What follows belongs to an exercise in optimizing a design on an open flow for a short achievable clock period and few clock cycles; a production flow would make more cautious choices. Function was checked by simulation only, so behaviour that the tests miss may differ from the original. Power is estimated from default activity; no workload was simulated.

==> design/flow/design.v <==
`timescale 1ns / 1ps
module RISC5(
input clk, rst, irq, stallX,
input [31:0] inbus, codebus,
output [23:0] adr,
output rd, wr, ben,
output [31:0] outbus);
localparam [21:0] StartAdr = 22'h3FF800;
reg [31:0] IR;
reg bub;                  
reg [21:0] pcn;           
reg [10:0] tgtl;          
reg [10:0] tgth0, tgth1;   
reg tgtc;                  
reg [31:0] opA, opB, opC;    
reg N, Z, C, OV;
reg N1, Z1, C1, OV1;      
reg [31:0] H;
reg dADD, dSUB, dwr, dBL;
reg [3:0] dewa;
reg [8:0] dsel;    
reg [7:0] conds;
reg [7:0] dcc;    
reg dinv;         
reg memph;
reg [23:0] madr;
reg mld, mst, mben;
reg [31:0] mdata;
reg [3:0] mla;            
reg lp;                   
reg lmul;                 
reg lrdy;                 
reg divph;                
reg [2:0] dcnt;
reg [3:0] ld;             
reg ldv;                  
reg lnz;                  
wire p = IR[31], q = IR[30], u = IR[29], v = IR[28];
wire [3:0] op = IR[19:16], ira = IR[27:24];
wire [2:0] cc = IR[26:24];
wire MUL = ~p & (op == 10);
wire DIV = ~p & (op == 11);
wire MEM = p & ~q;
wire BR = p & q;
wire rdB = (~p & (op != 0)) | MEM;
wire rdC = (~p & ~q) | (BR & ~u);
wire rdA = MEM & u;
wire rdNZ = (BR & (cc != 7)) | (~p & (op == 0) & ~q & u & v);
wire rdH = ~p & (op == 0) & ~q & u & ~v;
wire haz = lp & ((ldv & ((rdB & (IR[23:20] == ld)) | (rdC & (IR[3:0] == ld)) |
                         (rdA & (ira == ld)))) |
                 (lnz & rdNZ) | rdH | MUL | DIV);
wire run = ~bub & ~memph & ~haz;             
wire adv = ~memph & (bub | ~haz) & ~stallX;  
wire cond = dinv ^ |(conds & dcc);
wire taken = cond;
wire [21:0] tgt = {tgtc ? tgth1 : tgth0, tgtl};
wire [21:0] fa = ~taken ? pcn : u ? tgt : opC[23:2];
assign adr = memph ? madr : {fa, 2'b00};
assign rd = memph & mld;
assign wr = memph & mst;
assign ben = mben;
assign outbus = mdata;
wire [31:0] lshout, rshout;
LeftShifter LSUnit (.x(opB), .y(lshout), .sc(opC[4:0]));
RightShifter RSUnit (.x(opB), .y(rshout), .sc(opC[4:0]), .md(IR[16]));
wire cin = u & C;
wire [31:0] addend = dSUB ? ~opC : opC;
wire acin = dSUB ? ~cin : cin;
wire [31:0] sum;
KSAdd #(32) addUnit (.a(opB), .b(addend), .cin(acin), .s(sum));
wire [31:0] movres = (~q & u) ? (~v ? H : {N, Z, C, OV, 20'b0, 8'h54}) : opC;
wire [31:0] link = {8'b0, pcn, 2'b0};
wire [31:0] other =
  (movres & {32{dsel[0]}}) | (lshout & {32{dsel[1]}}) |
  (rshout & {32{dsel[2]}}) | (opB & opC & {32{dsel[3]}}) |
  (opB & ~opC & {32{dsel[4]}}) | ((opB | opC) & {32{dsel[5]}}) |
  ((opB ^ opC) & {32{dsel[6]}}) | (link & {32{dsel[8]}});
wire [31:0] eres = other | (sum & {32{dsel[7]}});
wire ewr = run & (dwr | (dBL & cond));
wire [3:0] ewa = dewa;
wire [31:0] zx = opB ^ addend;
wire [31:0] zo = opB | addend;
wire zadd = (zx == {zo[30:0], acin});
wire ezero = (~dsel[7] | zadd) & (other == 0);
wire sa = sum[31], sb = opB[31], sc = opC[31];
wire [63:0] product;
wire [31:0] quotient, remainder;
wire lfree = ~bub & ~memph & ~lp;
Multiplier mulUnit (.clk(clk), .en(lfree & MUL), .u(~u), .x(opB), .y(opC),
  .z(product));
Divider divUnit (.clk(clk), .init(lfree & DIV), .step(divph), .u(~u),
  .x(opB), .y(opC), .quot(quotient), .rem(remainder));
wire lwb = lp & lrdy & ~memph & ~stallX;    
wire [31:0] lres = lmul ? product[31:0] : quotient;
wire [31:0] ldata = ~mben ? inbus :
  {24'b0, (madr[1] ? (madr[0] ? inbus[31:24] : inbus[23:16]) :
                     (madr[0] ? inbus[15:8] : inbus[7:0]))};
wire [3:0] bz = {inbus[31:24] == 0, inbus[23:16] == 0, inbus[15:8] == 0, inbus[7:0] == 0};
wire ldz = mben ? bz[madr[1:0]] : &bz;
wire ldn = ~mben & inbus[31];
wire lwr = (memph & mld) | (lwb & ldv);
wire [3:0] lwa = memph ? mla : ld;
wire [31:0] ldat = memph ? ldata : lres;
wire [31:0] rA, rB, rC;
wire [3:0] fa_ra = codebus[27:24], fa_rb = codebus[23:20], fa_rc = codebus[3:0];
Registers regs (.clk(clk), .wr0(ewr), .wr1(lwr), .wno0(ewa), .wno1(lwa),
  .rno0(fa_ra), .rno1(fa_rb), .rno2(fa_rc), .din0(eres), .din1(ldat),
  .dout0(rA), .dout1(rB), .dout2(rC));
wire fp = codebus[31], fq = codebus[30], fu = codebus[29], fv = codebus[28];
wire [15:0] fimm = codebus[15:0];
wire fimmop = ~fp & fq;
wire [31:0] fC1 = (codebus[19:16] == 0 & fu) ? {fimm, 16'b0} : {{16{fv}}, fimm};
wire [31:0] nA = (ewr & ewa == fa_ra) ? eres : (lwr & lwa == fa_ra) ? ldat : rA;
wire [31:0] nB = (ewr & ewa == fa_rb) ? eres : (lwr & lwa == fa_rb) ? ldat : rB;
wire [31:0] nC = fimmop ? fC1 :
  (ewr & ewa == fa_rc) ? eres : (lwr & lwa == fa_rc) ? ldat : rC;
wire [21:0] fpcn = fa + 1;
wire [11:0] ftgtl;
wire [10:0] ftgth0, ftgth1;
KSAdd #(12) tgtL (.a({1'b0, fa[10:0]}), .b({1'b0, codebus[10:0]}), .cin(1'b1), .s(ftgtl));
KSAdd #(11) tgtH0 (.a(fa[21:11]), .b(codebus[21:11]), .cin(1'b0), .s(ftgth0));
KSAdd #(11) tgtH1 (.a(fa[21:11]), .b(codebus[21:11]), .cin(1'b1), .s(ftgth1));
wire lwA = lwr & (IR[27:24] == lwa);
wire lwB = lwr & (IR[23:20] == lwa);
wire lwC = lwr & (p | ~q) & (IR[3:0] == lwa);
always @* begin
  N1 = N; Z1 = Z; C1 = C; OV1 = OV;
  if (~stallX & memph & mld) begin
    N1 = ldn;
    Z1 = ldz;
  end
  if (lwb & lnz) begin
    N1 = lres[31];
    Z1 = lres == 0;
  end
  if (~stallX & run) begin
    if (ewr) begin
      N1 = eres[31];
      Z1 = ezero;
    end
    if (dADD) begin
      C1 = (~sb&sc&~sa) | (sb&sc&sa) | (sb&~sa);
      OV1 = (sa&~sb&~sc) | (~sa&sb&sc);
    end
    if (dSUB) begin
      C1 = (~sb&sc&~sa) | (sb&sc&sa) | (~sb&sa);
      OV1 = (sa&~sb&sc) | (~sa&sb&~sc);
    end
  end
end
always @ (posedge clk) begin
  N <= N1;
  Z <= Z1;
  C <= C1;
  OV <= OV1;
  conds <= {1'b1, (N1 ^ OV1) | Z1, N1 ^ OV1, C1 | Z1, OV1, C1, Z1, N1};
end
always @ (posedge clk) begin
  if (~rst) begin
    bub <= 1'b1;
    pcn <= StartAdr;
    memph <= 1'b0;
    mld <= 1'b0;
    mst <= 1'b0;
    lp <= 1'b0;
    lrdy <= 1'b0;
    divph <= 1'b0;
  end else begin
    if (divph) begin
      dcnt <= dcnt + 1;
      if (dcnt == 7) begin
        divph <= 1'b0;
        lrdy <= 1'b1;
      end
    end
    if (lwb) begin
      lp <= 1'b0;
      lrdy <= 1'b0;
    end
    if (~stallX) begin
      if (memph) begin
        memph <= 1'b0;
        if (mld & (mla == ld)) ldv <= 1'b0;
        if (mld) lnz <= 1'b0;
      end
      if (adv) begin
        bub <= 1'b0;
        pcn <= fpcn;
      end
      if (run) begin
        if (MEM) begin
          memph <= 1'b1;
          mld <= ~u;
          mst <= u;
        end
        if (MUL | DIV) begin
          lp <= 1'b1;
          lmul <= MUL;
          ld <= ira;
          ldv <= 1'b1;
          lnz <= 1'b1;
          lrdy <= MUL;
          if (DIV) begin
            divph <= 1'b1;
            dcnt <= 0;
          end
        end
        if (ewr & (ewa == ld)) ldv <= 1'b0;
        if (ewr) lnz <= 1'b0;
      end
    end
  end
end
always @ (posedge clk) begin
  if (~rst) begin
    dcc <= 8'b0;
    dinv <= 1'b0;
  end else if (adv) begin
    dcc <= (fp & fq) ? 8'b1 << codebus[26:24] : 8'b0;
    dinv <= fp & fq & codebus[27];
  end
end
always @ (posedge clk) begin
  if (adv) begin
    IR <= codebus;
    tgtl <= ftgtl[10:0];
    tgtc <= ftgtl[11];
    tgth0 <= ftgth0;
    tgth1 <= ftgth1;
    opA <= nA;
    opB <= nB;
    opC <= nC;
    dADD <= ~fp & (codebus[19:16] == 8);
    dSUB <= ~fp & (codebus[19:16] == 9);
    dwr <= ~fp & (codebus[19:16] != 10) & (codebus[19:16] != 11);
    dBL <= fp & fq & fv;
    dewa <= (fp & fq) ? 4'd15 : codebus[27:24];
    dsel[0] <= ~fp & (codebus[19:16] == 0);
    dsel[1] <= ~fp & (codebus[19:16] == 1);
    dsel[2] <= ~fp & (codebus[19:17] == 1);
    dsel[3] <= ~fp & (codebus[19:16] == 4);
    dsel[4] <= ~fp & (codebus[19:16] == 5);
    dsel[5] <= ~fp & (codebus[19:16] == 6);
    dsel[6] <= ~fp & (codebus[19:16] == 7);
    dsel[7] <= ~fp & (codebus[19:17] == 4);
    dsel[8] <= fp & fq;
  end else if (lwr) begin
    if (lwA) opA <= ldat;
    if (lwB) opB <= ldat;
    if (lwC) opC <= ldat;
  end
  if (~bub & ~memph) begin
    mla <= ira;
    madr <= opB[23:0] + {{4{IR[19]}}, IR[19:0]};
    mben <= v;
    mdata <= ~v ? opA : {4{opA[7:0]}};
  end
  if (lwb) H <= lmul ? product[63:32] : remainder;
end
endmodule
module Registers(
input clk, wr0, wr1,
input [3:0] wno0, wno1, rno0, rno1, rno2,
input [31:0] din0, din1,
output [31:0] dout0, dout1, dout2);
reg [31:0] R [0:15];
assign dout0 = R[rno0];
assign dout1 = R[rno1];
assign dout2 = R[rno2];
integer i;
always @ (posedge clk) begin
  for (i = 0; i < 16; i = i + 1)
    if (wr0 && wno0 == i) R[i] <= din0;
    else if (wr1 && wno1 == i) R[i] <= din1;
end
endmodule
module CSA64(input [63:0] a, b, c, output [63:0] s, co);
  wire [63:0] m = (a & b) | (a & c) | (b & c);
  assign s = a ^ b ^ c;
  assign co = {m[62:0], 1'b0};
endmodule
module Multiplier(
input clk, en, u,
input [31:0] x, y,
output [63:0] z);
wire [63:0] xe = {{32{u & x[31]}}, x};
wire [33:0] ye = {{2{u & y[31]}}, y};
wire [64*17-1:0] pp;
wire [63:0] negs;
genvar i;
generate for (i = 0; i < 17; i = i + 1) begin : booth
  wire b1 = ye[2*i+1];
  wire b0 = ye[2*i];
  wire bm = (i == 0) ? 1'b0 : ye[2*i-1];
  wire one = b0 ^ bm;
  wire two = (b1 & ~b0 & ~bm) | (~b1 & b0 & bm);
  wire neg = b1 & ~(b0 & bm);
  wire [63:0] m = one ? xe : two ? {xe[62:0], 1'b0} : 64'b0;
  wire [63:0] r = m ^ {64{neg}};
  assign pp[64*i +: 64] = r << (2*i);
  assign negs[2*i] = neg;
  if (i < 16) assign negs[2*i+1] = 1'b0;
end endgenerate
assign negs[63:33] = 0;
wire [63:0] s1 [0:5], c1 [0:5];
generate for (i = 0; i < 5; i = i + 1) begin : l1
  CSA64 k (pp[64*(3*i) +: 64], pp[64*(3*i+1) +: 64], pp[64*(3*i+2) +: 64], s1[i], c1[i]);
end endgenerate
CSA64 k15 (pp[64*15 +: 64], pp[64*16 +: 64], negs, s1[5], c1[5]);
wire [63:0] s2 [0:3], c2 [0:3];
CSA64 k20 (s1[0], c1[0], s1[1], s2[0], c2[0]);
CSA64 k21 (c1[1], s1[2], c1[2], s2[1], c2[1]);
CSA64 k22 (s1[3], c1[3], s1[4], s2[2], c2[2]);
CSA64 k23 (c1[4], s1[5], c1[5], s2[3], c2[3]);
wire [63:0] s3 [0:1], c3 [0:1];
CSA64 k30 (s2[0], c2[0], s2[1], s3[0], c3[0]);
CSA64 k31 (c2[1], s2[2], c2[2], s3[1], c3[1]);
wire [63:0] s4 [0:1], c4 [0:1];
CSA64 k40 (s3[0], c3[0], s3[1], s4[0], c4[0]);
CSA64 k41 (c3[1], s2[3], c2[3], s4[1], c4[1]);
reg [63:0] T0, T1, T2, T3;
always @ (posedge clk) if (en) begin
  T0 <= s4[0];
  T1 <= c4[0];
  T2 <= s4[1];
  T3 <= c4[1];
end
wire [63:0] s5, c5;
CSA64 k50 (T0, T1, T2, s5, c5);
wire [63:0] s6, c6;
CSA64 k60 (s5, c5, T3, s6, c6);
KSAdd #(64) cpa (.a(s6), .b(c6), .cin(1'b0), .s(z));
endmodule
module Divider(
input clk, init, step, u,
input [31:0] x, y,
output [31:0] quot, rem);
reg [31:0] R, Q;
reg [31:0] y1, y3, y5, y7, y9, y11, y13, y15;
reg sign;
wire [31:0] P1 = {R[30:0], Q[31]};
wire [31:0] P2 = {R[29:0], Q[31:30]};
wire [31:0] P3 = {R[28:0], Q[31:29]};
wire [31:0] P4 = {R[27:0], Q[31:28]};
wire [31:0] a1, a20, a21, a30, a31, a32, a33, a40, a41, a42, a43, a44, a45, a46, a47;
KSAdd #(32) s1 (.a(P1), .b(~y1), .cin(1'b1), .s(a1));
KSAdd #(32) s20 (.a(P2), .b(~y1), .cin(1'b1), .s(a20));
KSAdd #(32) s21 (.a(P2), .b(~y3), .cin(1'b1), .s(a21));
KSAdd #(32) s30 (.a(P3), .b(~y1), .cin(1'b1), .s(a30));
KSAdd #(32) s31 (.a(P3), .b(~y3), .cin(1'b1), .s(a31));
KSAdd #(32) s32 (.a(P3), .b(~y5), .cin(1'b1), .s(a32));
KSAdd #(32) s33 (.a(P3), .b(~y7), .cin(1'b1), .s(a33));
KSAdd #(32) s40 (.a(P4), .b(~y1), .cin(1'b1), .s(a40));
KSAdd #(32) s41 (.a(P4), .b(~y3), .cin(1'b1), .s(a41));
KSAdd #(32) s42 (.a(P4), .b(~y5), .cin(1'b1), .s(a42));
KSAdd #(32) s43 (.a(P4), .b(~y7), .cin(1'b1), .s(a43));
KSAdd #(32) s44 (.a(P4), .b(~y9), .cin(1'b1), .s(a44));
KSAdd #(32) s45 (.a(P4), .b(~y11), .cin(1'b1), .s(a45));
KSAdd #(32) s46 (.a(P4), .b(~y13), .cin(1'b1), .s(a46));
KSAdd #(32) s47 (.a(P4), .b(~y15), .cin(1'b1), .s(a47));
wire q1 = ~a1[31];
wire q2 = ~((q1 & a21[31]) | (~q1 & a20[31]));
wire [3:0] a3s = {a33[31], a32[31], a31[31], a30[31]};
wire q3 = ~a3s[{q1, q2}];
wire [7:0] a4s = {a47[31], a46[31], a45[31], a44[31], a43[31], a42[31], a41[31], a40[31]};
wire q4 = ~a4s[{q1, q2, q3}];
wire [3:0] M = {q1, q2, q3, q4};
wire [32*16-1:0] cand = {
  a47, {a33[30:0], Q[28]}, a46, {a21[29:0], Q[29:28]},
  a45, {a32[30:0], Q[28]}, a44, {a1[28:0], Q[30:28]},
  a43, {a31[30:0], Q[28]}, a42, {a20[29:0], Q[29:28]},
  a41, {a30[30:0], Q[28]}, a40, P4};
reg [31:0] R4;
integer k;
always @* begin
  R4 = 32'b0;
  for (k = 0; k < 16; k = k + 1)
    R4 = R4 | (cand[32*k +: 32] & {32{M == k}});
end
wire s0 = x[31] & u;
always @ (posedge clk) begin
  if (init) begin
    sign <= s0;
    R <= 0;
    Q <= s0 ? -x : x;
    y1 <= y;
    y3 <= y + {y[30:0], 1'b0};
    y5 <= y + {y[29:0], 2'b0};
    y7 <= {y[28:0], 3'b0} - y;
    y9 <= {y[28:0], 3'b0} + y;
    y11 <= {y[28:0], 3'b0} + {y[30:0], 1'b0} + y;
    y13 <= {y[28:0], 3'b0} + {y[29:0], 2'b0} + y;
    y15 <= {y[27:0], 4'b0} - y;
  end else if (step) begin
    R <= R4;
    Q <= {Q[27:0], q1, q2, q3, q4};
  end
end
assign quot = ~sign ? Q : ~Q + {31'b0, R == 0};
assign rem = ~sign ? R : (R == 0) ? 32'b0 : y1 - R;
endmodule
module LeftShifter(
input [31:0] x,
input [4:0] sc,
output [31:0] y);
wire [31:0] t1, t2, t3, t4;
assign t1 = sc[0] ? {x[30:0], 1'b0} : x;
assign t2 = sc[1] ? {t1[29:0], 2'b0} : t1;
assign t3 = sc[2] ? {t2[27:0], 4'b0} : t2;
assign t4 = sc[3] ? {t3[23:0], 8'b0} : t3;
assign y  = sc[4] ? {t4[15:0], 16'b0} : t4;
endmodule
module KSAdd #(parameter W = 32) (
input [W-1:0] a, b,
input cin,
output [W-1:0] s);
localparam L = (W < 8) ? 3 : (W < 16) ? 4 : (W < 32) ? 5 : (W < 64) ? 6 : 7;
wire [W:0] g [0:L];
wire [W:0] p [0:L];
assign g[0] = {a & b, cin};
assign p[0] = {a ^ b, 1'b0};
genvar k, i;
generate for (k = 0; k < L; k = k + 1) begin : lv
  for (i = 0; i <= W; i = i + 1) begin : bt
    if (i >= (1 << k)) begin : m
      assign g[k+1][i] = g[k][i] | (p[k][i] & g[k][i - (1 << k)]);
      assign p[k+1][i] = p[k][i] & p[k][i - (1 << k)];
    end else begin : c
      assign g[k+1][i] = g[k][i];
      assign p[k+1][i] = p[k][i];
    end
  end
end endgenerate
assign s = p[0][W:1] ^ g[L][W-1:0];
endmodule
module RightShifter(
input [31:0] x,
input [4:0] sc,
input md,
output [31:0] y);
wire s;
wire [31:0] t1, t2, t3, t4;
assign s = x[31];
assign t1 = sc[0] ? {(md ? x[0] : s), x[31:1]} : x;
assign t2 = sc[1] ? {(md ? t1[1:0] : {2{s}}), t1[31:2]} : t1;
assign t3 = sc[2] ? {(md ? t2[3:0] : {4{s}}), t2[31:4]} : t2;
assign t4 = sc[3] ? {(md ? t3[7:0] : {8{s}}), t3[31:8]} : t3;
assign y  = sc[4] ? {(md ? t4[15:0] : {16{s}}), t4[31:16]} : t4;
endmodule
==> design/flow/flow/run.sh <==
#!/bin/bash
set -euo pipefail
bash standard.sh synth > synth.log 2>&1
bash standard.sh SETUP_SLACK_MARGIN=8 finish > layout.log 2>&1
test -f out/final.def
==> design/flow/standard.sh <==
#!/bin/bash
# synth_recipe.tcl (not shown) runs the flow's synth.tcl, then flattens the netlist and writes it again
# the make line also repeats each setting of config.mk as NAME=value (left out here)
make -C /OpenROAD-flow-scripts/flow DESIGN_CONFIG=/design/flow/config.mk WORK_HOME=/design/flow/orfs CLKGATE_MAP_FILE= SYNTH_SCRIPT=/design/flow/synth_recipe.tcl "${@:-finish}"
==> design/flow/config.mk <==
export PLATFORM = sky130hd
export DESIGN_NAME = RISC5
export DESIGN_NICKNAME = RISC5
export VERILOG_FILES = /design/flow/design.v
export SDC_FILE = /design/flow/constraint.sdc
export NUM_CORES = 4
export LEC_CHECK = 0
export ABC_CLOCK_PERIOD_IN_PS = 4000
export CAP_MARGIN = 20
export CORE_MARGIN = 2
export CORE_UTILIZATION = 30
export SLEW_MARGIN = 20
export TNS_END_PERCENT = 100
==> design/flow/constraint.sdc <==
create_clock -name core_clock -period 13.0 [get_ports {clk}]
set_input_delay 2.6000 -clock core_clock [delete_from_list [all_inputs] [get_ports {clk}]]
set_output_delay 2.6000 -clock core_clock [all_outputs]
set_load 0.01 [all_outputs]
==> results of run 1 <==
[power by group through the flow]
stage                     combinational, mW  clock (mW)  sequential [mW]
final                                  28.1        5.24             7.09
after global routing                   30.6        5.38             7.09
after CTS                              26.3        5.22             7.07
after detailed placement               24.2           0             7.15
after global placement                 23.9           0             7.15
after floorplan                        16.1           0             7.20
[sequential cells by signal, summed over array words and instances (netlist names), 30 cells and up]
signal / count
opC: 32
divUnit.y15: 31
divUnit.Q: 32
divUnit.y1: 32
divUnit.y11: 30
mdata: 32
regs.R: 512
IR: 32
mulUnit.T0: 63
mulUnit.T2: 55
mulUnit.T1: 58
divUnit.R: 32
H: 32
divUnit.y13: 30
mulUnit.T3: 40
opB: 32
opA: 32
[synth_stat cells (all sizes together), types with 34 or more instances]
| cell | count |
|---|---|
| nand2 | 1717 |
| edfxtp | 1282 |
| o21ai | 1251 |
| a21oi | 1230 |
| xnor2 | 1116 |
| ha | 1085 |
| inv | 1064 |
| nor2 | 1029 |
| clkbuf | 882 |
| fa | 634 |
| mux2i | 488 |
| a22oi | 410 |
| xor2 | 373 |
| a21o | 337 |
| nand3 | 259 |
| a221oi | 228 |
| nor3 | 226 |
| nand2b | 165 |
| nand4 | 153 |
| and3 | 143 |
| o22ai | 132 |
| buf | 131 |
| o211ai | 126 |
| a22o | 125 |
| a211oi | 120 |
| a31oi | 111 |
| o21a | 108 |
| nor2b | 98 |
| o21bai | 97 |
| or3 | 81 |
| dfxtp | 77 |
| and2 | 60 |
| mux2 | 59 |
| nor4 | 59 |
| o31ai | 56 |
| mux4 | 45 |
| o2111ai | 42 |
| a2111oi | 40 |
| a21boi | 39 |
| o221ai | 39 |
| or2 | 38 |
| a311oi | 34 |
[logic make-up after synthesis]
| kind of cell | share of synthesized area, % |
|---|---|
| adders and majority gates | 18.3 |
| buffers and inverters | 5.48 |
| muxes | 4.59 |
| xor gates and xnor gates | 9.07 |
| AOI/OAI and AO/OA | 21.7 |
| DFF | 27.9 |
| and+or+nand+nor | 13.0 |
[cells in the final DEF (no fill, tap or decap), types with 95 or more instances in the layout]
cell       netlist  routed
edfxtp_1      1282    1282
nor3_1         221     185
nand2b_1       165     152
inv_1         1062    1000
nand2_1       1714    1669
o211ai_1       124     124
and3_1         143     134
a21oi_1       1230    1103
o21a_1         108     103
a21o_1         337     336
a22oi_1        409     391
ha_1          1085    1022
xor2_1         373     354
nand3_1        259     241
o21bai_1        97      95
buf_4            3     676
o22ai_1        131     110
o21ai_0       1220    1105
buf_12           0     103
nor2_1        1026     953
buf_6            3     137
a221oi_1       224     195
xnor2_1       1116    1097
mux2i_1        485     469
clkbuf_16        0     194
nand4_1        153     153
a211oi_1       118      95
fa_1           634     620
a22o_1         125     124
[layout make-up]
class	count	area (µm²)
tap	6400	8010
clock inverter	99	1280
antenna	32	80.1
fill	47958	306000
clock buffer	206	4610
inverter	1069	4210
multi-input combinational	12778	102000
timing repair buffer	1111	11500
sequential	1359	40100
timing repair inverter	1	16.3
[worst max-delay path, delay by kind of cell, from the launching register on]
family                 cells  cell delay (ps)
AO/OA/AOI/OAI              3              370
multiplexers               1              290
AND/OR/NAND/NOR            1              240
buffers and inverters      4              570
XOR/XNOR                   1              210
flip-flops                 1              320
[worst max path at each step]
stage                        end  slack (ps)  cells past startpoint
CTS                      adr[23]        7390                     10
floorplan           regs.R[7][0]        7780                      9
global route             adr[13]        7380                     10
global placement         opA[14]        5900                     12
detailed placement       opA[14]        5790                     12
finish                   adr[13]        7420                     10
[what timing repair did]
action                     in CTS  in global routing
gates cloned                   25                 22
resized for setup            1051                587
setup endpoints to repair    1027                627
buffers inserted              280                194
pin swaps                     209                264
[layer usage]
| metal | share of wire [%] | wire length, µm |
|---|---|---|
| met5 | 0.12 | 858 |
| met4 | 9.7 | 70300 |
| met3 | 15 | 107000 |
| met2 | 40 | 287000 |
| met1 | 36 | 261000 |
==> results.txt, run 1 <==
- Outcome: no timing/DRC/antenna violations
- GR Util met1: between 30% and 40%
- Syn Area/Cell: 8.86 µm²
- Vias/cell: approximately 6.2
- Max Root-Sink Buffers: 4
- Cells after Synth: about 16000
- Clock Sinks: roughly 1400
- Int Pwr: ~21 mW
- Global routing usage on met2: between 40% and 50%
- Total gr overflow: 0
- Inst Count DP: ~22000
- Port bufs: 125
- Gr usage total: around 28%
- Die area: between 400000 and 500000 µm²
- Pleak: slightly below 70 nW
- Syn Nets: 18000
- Hold_ws: around 470 ps
- CP Capture Type: output pin
- Area of the mapped netlist: 144000 µm²
- Setup crit start kind: flip-flop
- Slew Viols, Final: 0
- Switching share of total power: between 40% and 50%
- Non-Filler Instances: between 20000 and 25000
- WL final: 726000 µm
- Fmax: 179 MHz
- M3 GR Usage: 10.4%
- First-pass GRT wire length: 989000 µm
- Clk Latency, worst-skew pair: 1000 ps
- Vias in the first global route: about 130k
- Final setup skew: roughly 140 ps
- Sum of negative setup slack: 0 ps
- Io pins: 127
- Max_cap viols: 0
- CTS tree: built
- Largest cells by area after synthesis: edfxtp_1, ha_1, fa_1
- R2R Path Start: divUnit.y3[6]
- Sequential share of power: between 10% and 20%
- Placement Cell Area: between 150000 and 200000 µm²
- Routability Congestion: between 1 and 1.5
- Fin crit period: 5580 ps
- Hold-critical path depth: 0
- Core ar.: between 400000 and 500000 µm²
- Dpl ws: just under 6000 ps
- Switch Pwr: just under 20 mW
- Largest net degree at the start of global routing: between 150 and 200
- Initial core utilization: between 30% and 40%
- Hold Path Class: flip-flop to flip-flop
- Pwr Total: a little over 40 mW
- Combinational Power Share: a little over two thirds
- Area Overhead vs Synth: 19.8%
- Fin. Hold Viols: 0
- H-tree depth: 4
- Ys Warns: 9
- Clock-pin slew on the worst setup and hold paths: approximately 60 ps
- Fin crit share: around 43%
- Die X: approximately 700 µm
- Final setup violation count: 0
- Power per cell area: 235 nW/µm²
- Crit-path cells: a22oi_2, nand4_1, xnor2_2, buf_6, buf_12, a211oi_4, a21oi_2, inv_2, mux2_4, buf_6
- Setup crit start: dcc[3]
- Worst-margin pin slew: around 1300 ps
- DR WL/cell: ~31 µm
- Clock share of power: a little over an eighth
- Setup ws final: 7420 ps
- Initial antenna violation count: 39
- Slowest stage delay, CP: between 300 and 400 ps
- Share of cells above drive strength 1: roughly 14%
- Worst-path fanout max: 6
- Final ANT Viol Nets: 0
- Yosys top cell by area: edfxtp_1
- Util after Layout: between 30% and 40%
- EDFF count, synth: between 1000 and 1500
- Crit path kind: flip-flop to output pin
- Cell mode on critical path: buf_6
- # hold bufs at CTS: 0
- Top-area cell type share of the netlist area: a little over a quarter
- FP Rows: about 250
- Hold endpoint: mdata[6]
- Flop and latch count out of synthesis: 1359
- Yosys cell types: roughly 120
- DR iter-0 viols: approximately 24000
- Register area share after synthesis: 27.9%
- R2R setup slack: approximately 7700 ps
- Nets: between 15000 and 20000
- RSZ-0062 raised after global routing: yes
- Finished layout cell area: approximately 170000 µm²
- Peak supply drop: about 0.28 mV
- Max stage delay cell, worst path: dfxtp_2
- Clock buffer count from CTS: 170
- Root Buffer: clkbuf_16
- Die height: just under 700 µm
- Slew margin rel.: between 10% and 20%
- DP Wirelength: ~480000 µm
- DRC errors left: 0
- Hold_sp: opA[6]
- Drt first pass iters: 14
- Ys flop type: edfxtp_1
- Reg2reg end: divUnit.R[28]
- Post-synth ARST share: 0%
- Critical path required time: between 10000 and 15000 ps
- CP arrival: between 2000 and 3000 ps
- DR vias: 142112
- R2r worst-path depth: 21
- GRT busiest layer: met2
Testbench counts, summed over its fixed seeds: cycles 85,833.
==> run 2, diff against run 1 <==
--- a/design/flow/design.v
+++ b/design/flow/design.v
@@ -21,5 +21,7 @@
 reg [8:0] dsel;    
-reg [7:0] conds;
-reg [7:0] dcc;    
-reg dinv;         
+reg condr;
+reg selT, selN;   
+reg dbu;          
+reg [7:0] dccT;   
+reg [7:0] dccF;   
 reg memph;
@@ -54,3 +56,3 @@
 wire adv = ~memph & (bub | ~haz) & ~stallX;  
-wire cond = dinv ^ |(conds & dcc);
+wire cond = condr;
 wire taken = cond;
@@ -58,3 +60,4 @@
 wire [21:0] fa = ~taken ? pcn : u ? tgt : opC[23:2];
-assign adr = memph ? madr : {fa, 2'b00};
+assign adr = ({24{memph}} & madr) | ({24{selT}} & {dbu ? tgt : opC[23:2], 2'b00}) |
+  ({24{selN}} & {pcn, 2'b00});
 assign rd = memph & mld;
@@ -126,2 +129,9 @@
 wire lwC = lwr & (p | ~q) & (IR[3:0] == lwa);
+wire [7:0] conds1 = {1'b1, (N1 ^ OV1) | Z1, N1 ^ OV1, C1 | Z1, OV1, C1, Z1, N1};
+wire [7:0] fccT = (fp & fq & ~codebus[27]) ? 8'b1 << codebus[26:24] : 8'b0;
+wire [7:0] fccF = (fp & fq & codebus[27]) ? 8'b1 << codebus[26:24] : 8'b0;
+wire [7:0] ccT1 = ~rst ? 8'b0 : adv ? fccT : dccT;
+wire [7:0] ccF1 = ~rst ? 8'b0 : adv ? fccF : dccF;
+wire cond1 = |(conds1 & ccT1) | |(~conds1 & ccF1);
+wire memph1 = rst & (stallX ? memph : run & MEM);
 always @* begin
@@ -156,3 +166,5 @@
   OV <= OV1;
-  conds <= {1'b1, (N1 ^ OV1) | Z1, N1 ^ OV1, C1 | Z1, OV1, C1, Z1, N1};
+  condr <= cond1;
+  selT <= ~memph1 & cond1;
+  selN <= ~memph1 & ~cond1;
 end
@@ -216,7 +228,7 @@
   if (~rst) begin
-    dcc <= 8'b0;
-    dinv <= 1'b0;
+    dccT <= 8'b0;
+    dccF <= 8'b0;
   end else if (adv) begin
-    dcc <= (fp & fq) ? 8'b1 << codebus[26:24] : 8'b0;
-    dinv <= fp & fq & codebus[27];
+    dccT <= fccT;
+    dccF <= fccF;
   end
@@ -237,2 +249,3 @@
     dBL <= fp & fq & fv;
+    dbu <= fp & fq & fu;
     dewa <= (fp & fq) ? 4'd15 : codebus[27:24];
==> results.txt, run 2 <==
- Die area: 486000 µm² (+0.30%)
- Ys Warns: 9 (unchanged)
- Pleak: 68.3 nW (-0.37%)
- Filler cell count: 48221 (+0.55%)
- Most frequent cells after synthesis: nand2_1, edfxtp_1, a21oi_1
- Reg2reg end: selT
- Largest register FFs: 512 (unchanged)
- Syn Area/Cell: 8.86 µm² (about the same)
- Largest Register: regs.R
- Fin crit share: 42.9% (about the same)
- Flop and latch count out of synthesis: 1366 (+0.52%)
- Hold_sp: opA[3]
- Fin crit period: 5580 ps (-3.38 ps)
- Yosys cell types: 113 (-4.2%)
- Hold_ws: 454 ps (-13.7 ps)
- CP Capture Type: flip-flop
- DR vias: 142707 (+0.42%)
- First-pass GRT wire length: 1020000 µm (+2.7%)
- Routability Congestion: 1.04 (-1.6%)
- Largest cells by area after synthesis: edfxtp_1, ha_1, fa_1
- R2R setup slack: 7420 ps (-260 ps)
- Share of cells above drive strength 1: 14.5% (-0.022 points)
- DR WL/cell: 32.4 µm (+2.8%)
- Setup crit start kind: flip-flop
- R2r worst-path depth: 18 (-14%)
- Max Root-Sink Buffers: 4 (unchanged)
- Reg area: 40200 µm² (+0.34%)
- H-tree depth: 4 (unchanged)
- Die height: 697 µm (+0.15%)
- Hold-critical path depth: 0 (unchanged)
- Area Overhead vs Synth: 19.5%
- Syn Nets: 18049 (+0.27%)
- R2R Path Start: opB[23]
- # hold bufs at CTS: 0 (unchanged)
- DR iter-0 viols: 23456 (-1.8%)
- Post-synth ARST share: 0% (unchanged)
- Final setup violation count: 0 (unchanged)
- Vias in the first global route: 132709 (+0.65%)
- Clock-pin slew on the worst setup and hold paths: 60 ps (about the same)
- Port bufs: 125 (unchanged)
- Max_cap viols: 0 (unchanged)
- Final setup skew: 153 ps (+12.5 ps)
- FP Rows: 254 (unchanged)
- Final ANT Viol Nets: 0 (unchanged)
- Nets: 18263 (-0.077%)
- Largest net degree at the start of global routing: 169 (+9.0%)
- Io pins: 127 (unchanged)
- Power per cell area: 228 nW/µm² (-3.0%)
- Highest routed layer: met5
- Fin. Hold Viols: 0 (unchanged)
- Crit path kind: flip-flop to flip-flop
- Area of the mapped netlist: 144000 µm² (+0.30%)
- RSZ-0062 raised after global routing: yes
- Root Buffer: clkbuf_16
- Drt first pass iters: 13 (-1)
- CTS tree: built
- WL final: 746000 µm (+2.8%)
- Metal3 WL: 103000 µm (-3.8%)
- Register area share after synthesis: 27.9% (about the same)
- Critical path required time: 13750 ps (+3350 ps)
- Cells after Synth: 16262 (+0.30%)
- DRT met1 WL: 274000 µm (+4.9%)
- Area of the multi-input gates: 102000 µm² (-0.46%)
- Biggest regs: regs.R x512, mulUnit.T0 x63, mulUnit.T1 x58
- DRC errors left: 0 (unchanged)
- EDFF count, synth: 1283 (+0.078%)
- Clock buffer count from CTS: 175 (+2.9%)
- Peak supply drop: 0.230 mV (-17%)
- Die X: 697 µm (+0.15%)
- Initial antenna violation count: 64 (+64%)
- Vias/cell: 6.19 (+0.40%)
- Most frequent cells in the layout: nand2_1, edfxtp_1, xnor2_1
- Gr usage total: 28.9% (+0.70 points)
- CP arrival: 6330 ps (+3350 ps)
- Sum of negative setup slack: 0 ps (unchanged)
- Clock Sinks: 1366 (+0.52%)
- Ys flop type: edfxtp_1
- Top-area cell type share of the netlist area: 26.7% (-0.060 points)
- Initial core utilization: 30.1% (+0.051 points)
- Hold endpoint: mdata[3]
- Core ar.: 479000 µm² (+0.13%)
- Worst-path fanout max: 42 (+36)
- DR WL met2: 304000 µm (+5.9%)
- Most frequent cell after synthesis: nand2_1
- Outcome: no timing/DRC/antenna violations
- Fmax: 179 MHz (about the same)
- Slew margin rel.: 15.6% (+4.6 points)
- Commonest non-fill, non-tap cell in the layout: nand2_1
- Clk Latency, worst-skew pair: 1010 ps (about the same)
- Hold Path Class: flip-flop to flip-flop
- DP Wirelength: 494000 µm (+3.2%)
- Worst-margin pin slew: 1270 ps (-68.8 ps)
- Yosys top cell by area: edfxtp_1
- Total gr overflow: 0 (unchanged)
- Slew Viols, Final: 0 (unchanged)
run 2: changes by cell type after synthesis, sizes merged, moves of 24 or more:
cell    change
mux2i     -116
o21ai     -115
a22oi      +71
a22o       +42
a221oi     +27
nand3      +25
clkbuf     +24
run 2: how the worst max path moves through the flow:
| stage | to | from | slack [ps] | depth (start not counted) |
|---|---|---|---|---|
| 2_1_floorplan | selT | stallX | 7530 | 12 |
| 3_3_place_gp | divUnit.Q[0] | divUnit.Q[29] | 5500 | 15 |
| 3_5_place_dp | divUnit.Q[0] | divUnit.Q[29] | 5490 | 17 |
| 4_1_cts | adr[13] | tgtc | 7400 | 8 |
| 5_1_grt | adr[15] | dbu | 7460 | 8 |
| 6_report | selT | opB[23] | 7420 | 18 |
run 2: report_power, final:
part	internal [mW]	switching [mW]	leakage, nW
sequential	6.57	0.202	12.4
clock	2.99	2.27	2.87
combinational	10.5	16.7	53.0
total	20.1	19.2	68.3
run 2: routing by layer:
layer,up-vias,global-route usage (%)
met5,-,1.25
met4,54,19.9
met3,3127,10.2
met2,11074,41.8
met1,68994,35.9
li1,59458,-
run 2: layout make-up:
class                      count  share of cell area [%]
antenna                       38                  0.0552
clock buffer                 211                    2.67
clock inverter               111                   0.764
inverter                    1092                    2.50
multi-input combinational  12746                    59.2
sequential                  1366                    23.3
tap                         6400                    4.65
timing repair buffer        1095                    6.86
run 2: kinds of logic (layout without fill, tap and decap cells):
family	Yosys count	after routing	share of synthesized area, %
AO/OA/AOI/OAI	4889	4889	22.2
AND/OR/NAND/NOR	4184	4184	13.2
buffers and inverters	2150	2509	5.63
adder cells (fa/ha/maj)	1719	1719	18.2
XOR/XNOR	1487	1487	9.06
flip-flops	1366	1366	27.9
multiplexers	467	467	3.79
other	0	38	0
run 2: worst max-delay path: stages (launching register included):
cell and delay (ps):
edfxtp_1 420, buf_12 170, buf_4 190, buf_4 330, mux4_2 600, mux2_2 350, mux2i_2 360, a21oi_1 120
a211o_1 250, a211o_1 330, nor4_1 380, nand4_1 210, o41ai_4 590, nor2_4 120, mux2i_1 180, nand4_1 130
buf_6 160, nor3_4 280, nor2_2 70
run 2: repair_timing:
| action | in CTS | in global routing |
|---|---|---|
| buffers inserted | 293 | 171 |
| pin swaps | 212 | 388 |
| gates resized for setup | 979 | 711 |
| setup endpoints to repair | 1001 | 519 |
| gates cloned | 32 | 13 |
run 2: metrics by stage:
stage | std cells | worst slack [ps] | total power, mW | utilization, % | area (µm²)
final | 23059 | 7420 | 39.2 | 36.0 | 172000
after floorplan | 16262 | 7530 | 22.8 | - | 145000
after global routing | 23029 | 7460 | 41.8 | 36.0 | 172000
after CTS | 22835 | 7400 | 37.5 | 35.0 | 168000
after detailed placement | 22188 | 5490 | 30.8 | 32.2 | 154000
after global placement | 22188 | 5500 | 30.5 | 32.2 | 154000
Testbench counts of run 2, summed over its fixed seeds: cycles 85,833.
==> run 3, diff against run 2 <==
--- a/design/flow/design.v
+++ b/design/flow/design.v
@@ -11,5 +11,4 @@
 reg [21:0] pcn;           
-reg [10:0] tgtl;          
-reg [10:0] tgth0, tgth1;   
-reg tgtc;                  
+reg [21:0] TA, TB;        
+reg tsel;                  
 reg [31:0] opA, opB, opC;    
@@ -22,4 +21,3 @@
 reg condr;
-reg selT, selN;   
-reg dbu;          
+reg selTA, selTB, selN;   
 reg [7:0] dccT;   
@@ -58,6 +56,5 @@
 wire taken = cond;
-wire [21:0] tgt = {tgtc ? tgth1 : tgth0, tgtl};
-wire [21:0] fa = ~taken ? pcn : u ? tgt : opC[23:2];
-assign adr = ({24{memph}} & madr) | ({24{selT}} & {dbu ? tgt : opC[23:2], 2'b00}) |
-  ({24{selN}} & {pcn, 2'b00});
+wire [21:0] fa = ~taken ? pcn : tsel ? TA : TB;
+assign adr = ({24{memph}} & madr) | ({24{selTA}} & {TA, 2'b00}) |
+  ({24{selTB}} & {TB, 2'b00}) | ({24{selN}} & {pcn, 2'b00});
 assign rd = memph & mld;
@@ -135,2 +132,4 @@
 wire cond1 = |(conds1 & ccT1) | |(~conds1 & ccF1);
+wire ftsel = fu & ftgtl[11];
+wire tsel1 = adv ? ftsel : tsel;
 wire memph1 = rst & (stallX ? memph : run & MEM);
@@ -167,3 +166,4 @@
   condr <= cond1;
-  selT <= ~memph1 & cond1;
+  selTA <= ~memph1 & cond1 & tsel1;
+  selTB <= ~memph1 & cond1 & ~tsel1;
   selN <= ~memph1 & ~cond1;
@@ -238,6 +238,5 @@
     IR <= codebus;
-    tgtl <= ftgtl[10:0];
-    tgtc <= ftgtl[11];
-    tgth0 <= ftgth0;
-    tgth1 <= ftgth1;
+    TA <= fu ? {ftgth1, ftgtl[10:0]} : nC[23:2];
+    TB <= fu ? {ftgth0, ftgtl[10:0]} : nC[23:2];
+    tsel <= ftsel;
     opA <= nA;
@@ -249,3 +248,2 @@
     dBL <= fp & fq & fv;
-    dbu <= fp & fq & fu;
     dewa <= (fp & fq) ? 4'd15 : codebus[27:24];
@@ -264,2 +262,6 @@
     if (lwC) opC <= ldat;
+    if (lwC & BR & ~u) begin
+      TA <= ldat[23:2];
+      TB <= ldat[23:2];
+    end
   end
@@ -394,2 +396,13 @@
 wire s0 = x[31] & u;
+wire [31:0] y2 = {y[30:0], 1'b0}, y4 = {y[29:0], 2'b0}, y8 = {y[28:0], 3'b0};
+wire [31:0] m3, m5, m7, m9, m11, m13, m15;
+KSAdd #(32) ma3 (.a(y), .b(y2), .cin(1'b0), .s(m3));
+KSAdd #(32) ma5 (.a(y), .b(y4), .cin(1'b0), .s(m5));
+KSAdd #(32) ma7 (.a(y8), .b(~y), .cin(1'b1), .s(m7));
+KSAdd #(32) ma9 (.a(y8), .b(y), .cin(1'b0), .s(m9));
+wire [31:0] x11s = y8 ^ y2 ^ y, x11c = {((y8 & y2) | (y8 & y) | (y2 & y)), 1'b0};
+wire [31:0] x13s = y8 ^ y4 ^ y, x13c = {((y8 & y4) | (y8 & y) | (y4 & y)), 1'b0};
+KSAdd #(32) ma11 (.a(x11s), .b(x11c), .cin(1'b0), .s(m11));
+KSAdd #(32) ma13 (.a(x13s), .b(x13c), .cin(1'b0), .s(m13));
+KSAdd #(32) ma15 (.a({y[27:0], 4'b0}), .b(~y), .cin(1'b1), .s(m15));
 always @ (posedge clk) begin
@@ -400,9 +413,9 @@
     y1 <= y;
-    y3 <= y + {y[30:0], 1'b0};
-    y5 <= y + {y[29:0], 2'b0};
-    y7 <= {y[28:0], 3'b0} - y;
-    y9 <= {y[28:0], 3'b0} + y;
-    y11 <= {y[28:0], 3'b0} + {y[30:0], 1'b0} + y;
-    y13 <= {y[28:0], 3'b0} + {y[29:0], 2'b0} + y;
-    y15 <= {y[27:0], 4'b0} - y;
+    y3 <= m3;
+    y5 <= m5;
+    y7 <= m7;
+    y9 <= m9;
+    y11 <= m11;
+    y13 <= m13;
+    y15 <= m15;
   end else if (step) begin
==> results.txt, run 3 <==
- Post-synth ARST share: 0% (unchanged)
- Sum of negative setup slack: 0 ps (unchanged)
- Cells after Synth: 16314 (+0.32%)
- Routability Congestion: 1.05 (+0.58%)
- Initial core utilization: 30.1% (about the same)
- Root Buffer: clkbuf_16
- Yosys cell types: 121 (+7.1%)
- Largest cells by area after synthesis: edfxtp_1, ha_1, fa_1
- R2r worst-path depth: 19 (+1)
- Hold_sp: dccT[2]
- Area Overhead vs Synth: 19.5% (about the same)
- Largest register FFs: 512 (unchanged)
- Placement Cell Area: 154000 µm² (about the same)
- Final setup skew: 93.6 ps (-59.7 ps)
- Outcome: no timing/DRC/antenna violations
- RSZ-0062 raised after global routing: yes
- Reg2reg end: selTB
- Slew margin rel.: 8.96% (-6.6 points)
- Fin crit period: 5530 ps (-50.7 ps)
- M3 GR Usage: 9.09% (-1.1 points)
- Setup crit start kind: flip-flop
- Clk Latency, worst-skew pair: 930 ps (-80 ps)
- CP Capture Type: flip-flop
- Inst Count DP: 22288 (+0.45%)
- Die area: 486000 µm² (-0.10%)
- Clock buffer count from CTS: 168 (-4.0%)
- Die X: 697 µm (about the same)
- Pwr Total: 36.4 mW (-7.1%)
- Clock Sinks: 1366 (unchanged)
- Fmax: 181 MHz (+0.92%)
- Largest net degree at the start of global routing: 93 (-45%)
- WL final: 754000 µm (+1.1%)
- Slew Viols, Final: 0 (unchanged)
- DP Wirelength: 512000 µm (+3.8%)
- Finished layout cell area: 172000 µm² (-0.12%)
- Port bufs: 125 (unchanged)
- DR WL/cell: 32.5 µm (+0.44%)
- GR Util met1: 36.3% (+0.38 points)
- Pleak: 68.8 nW (+0.67%)
- R2R setup slack: 7470 ps (+50 ps)
- Hold endpoint: dccT[2]
- Biggest regs: regs.R x512, mulUnit.T0 x63, mulUnit.T1 x58
- Share of cells above drive strength 1: 14.3% (-0.12 points)
- Syn Area/Cell: 8.83 µm² (-0.42%)
- Filler cell count: 48332 (+0.23%)
- Power per cell area: 212 nW/µm² (-7.0%)
- R2R Path Start: opC[0]
- Fin crit share: 42.5% (-0.39 points)
- Most frequent cells in the layout: nand2_1, edfxtp_1, a21oi_1
- Crit path kind: flip-flop to flip-flop
- Final ANT Viol Nets: 0 (unchanged)
- Top-area cell type share of the netlist area: 26.7% (about the same)
- Register area share after synthesis: 27.9% (about the same)
- DR iter-0 viols: 22226 (-5.2%)
- Die height: 697 µm (about the same)
- Drt first pass iters: 14 (+1)
- Hold Path Class: flip-flop to flip-flop
- Worst-path fanout max: 47 (+12%)
- EDFF count, synth: 1281 (-0.16%)
- Worst-margin pin slew: 1370 ps (+99.0 ps)
- Dpl ws: 5370 ps (-125 ps)
- Clock-pin slew on the worst setup and hold paths: 70 ps (about the same)
- GRT busiest layer: met2
- Largest Register: regs.R
- Area of the mapped netlist: 144000 µm² (-0.10%)
- Io pins: 127 (unchanged)
- Vias in the first global route: 133360 (+0.49%)
- Total gr overflow: 0 (unchanged)
- Hold_ws: 464 ps (+10.3 ps)
- Non-Filler Instances: 23214 (+0.67%)
- H-tree depth: 4 (unchanged)
- Vias/cell: 6.10 (-1.5%)
- Syn Nets: 18101 (+0.29%)
- Hold-critical path depth: 2 (+2)
- Max_cap viols: 0 (unchanged)
- Yosys top cell by area: edfxtp_1
- Core ar.: 478000 µm² (about the same)
- CTS tree: built
- First-pass GRT wire length: 1020000 µm (+0.82%)
- Final setup violation count: 0 (unchanged)
- FP Rows: 254 (unchanged)
- Gr usage total: 29.6% (+0.60 points)
- Most frequent cells after synthesis: nand2_1, edfxtp_1, a21oi_1
- Flop and latch count out of synthesis: 1366 (unchanged)
- Ys flop type: edfxtp_1
- Setup ws final: 7470 ps (+50.7 ps)
- Commonest non-fill, non-tap cell in the layout: nand2_1
- Initial antenna violation count: 84 (+31%)
- CP arrival: 6250 ps (-80 ps)
- DR vias: 141583 (-0.79%)
- Nets: 18383 (+0.66%)
- Util after Layout: 36.0% (about the same)
- Critical path required time: 13720 ps (-30 ps)
- Fin. Hold Viols: 0 (unchanged)
- Ys Warns: 9 (unchanged)
- Most frequent cell after synthesis: nand2_1
- Peak supply drop: 0.279 mV (+22%)
- Max Root-Sink Buffers: 4 (unchanged)
- Global routing usage on met2: 43.4% (+1.6 points)
- DRC errors left: 0 (unchanged)
## run 3: metal layers
metal / wire length [µm] / vias to the layer above
met5: 471 / -
met4: 70600 / 34
met3: 100000 / 2838
met2: 310000 / 10623
met1: 273000 / 68632
li1: - / 59456
## run 3: worst max path at each step
| stage | start | end | cells past startpoint |
|---|---|---|---|
| finish | opC[0] | selTB | 19 |
| global route | divUnit.R[1] | selTB | 22 |
| CTS | opC[1] | selTA | 21 |
| global placement | codebus[26] | opA[26] | 9 |
| detailed placement | codebus[26] | opA[26] | 9 |
| floorplan | stallX | regs.R[11][0] | 8 |
## run 3: final cells by class
type	instances	area [µm²]	share of cell area [%]
Antenna cell	91	228	0.132
Clock buffer	193	4390	2.55
Clock inverter	104	1170	0.681
Inverter	1101	4410	2.56
Multi-Input combinational cell	12796	101000	58.9
Sequential cell	1366	40200	23.4
Tap cell	6400	8010	4.65
Timing Repair Buffer	1163	12300	7.14
## run 3: critical path: stages (launching register included)
cell,delay (ps)
edfxtp_1,430
buf_12,140
buf_16,180
buf_12,310
mux4_2,580
a21oi_1,200
and2_1,150
a311oi_1,50
a21oi_1,540
nor2_1,80
nor3_1,420
nor4bb_4,500
nand4_1,240
o31ai_4,330
buf_12,160
nor2_4,40
a211o_1,270
o221ai_2,180
and4b_4,380
nor3_1,70
## run 3: timing repair
| action | CTS | global route |
|---|---|---|
| endpoints found under the setup margin | 1617 | 436 |
| setup buffers | 343 | 145 |
| resized for setup | 1014 | 517 |
| cloned | 30 | 14 |
| hold buffers | 0 | 0 |
| pin swaps | 252 | 207 |
## run 3: cells by family (layout without fill, tap and decap cells)
group,Yosys count,in the layout,share of synthesized area [%]
xor gates and xnor gates,1459,1459,8.89
muxes,550,551,4.40
AOI/OAI and AO/OA,4858,4858,21.6
buffers and inverters,2159,2561,5.73
and+or+nand+nor,4203,4209,13.2
DFF,1366,1366,27.9
adders and majority gates,1719,1719,18.2
other,0,91,0
## run 3: power breakdown
| group | internal [mW] | switching [mW] | leakage (nW) |
|---|---|---|---|
| combinational | 9.58 | 15.1 | 53.6 |
| clock | 2.90 | 2.16 | 2.69 |
| sequential | 6.55 | 0.184 | 12.4 |
Testbench counts of run 3, summed over its fixed seeds: cycles 85,833.

==> afterwards: timing with drivers on the ports <==
Ports are ideal in the flow. The routed layouts listed here were re-timed in OpenROAD. Step 1 sets driving cells, clkbuf_16 on the clock port and buf_2 on the other inputs (assumed; they add their load-dependent delay and slew). Step 2, shift: input delay + t, output delay - t, t = (earliest + latest rising clock arrival at the registers) / 2. This alone moves slack from input paths to output paths. Slacks: no drivers / after step 1 / after step 2; pairs: no drivers / after step 1.
run | t, ns | setup WS [ns] | hold WS [ns]
run 1 | 1.050 | 7.420 / 7.295 / 6.837 | 0.468 / 0.468 / 0.468
run 2 | 1.060 | 7.423 / 7.382 / 6.609 | 0.454 / 0.454 / 0.454
run 3 | 0.991 | 7.474 / 7.474 / 6.608 | 0.464 / 0.464 / 0.464
After both steps every run listed still meets setup and hold. For run 3, which loses most, drivers alone change the setup slack by 0.000 ns; drivers and shift together by -0.866 ns.
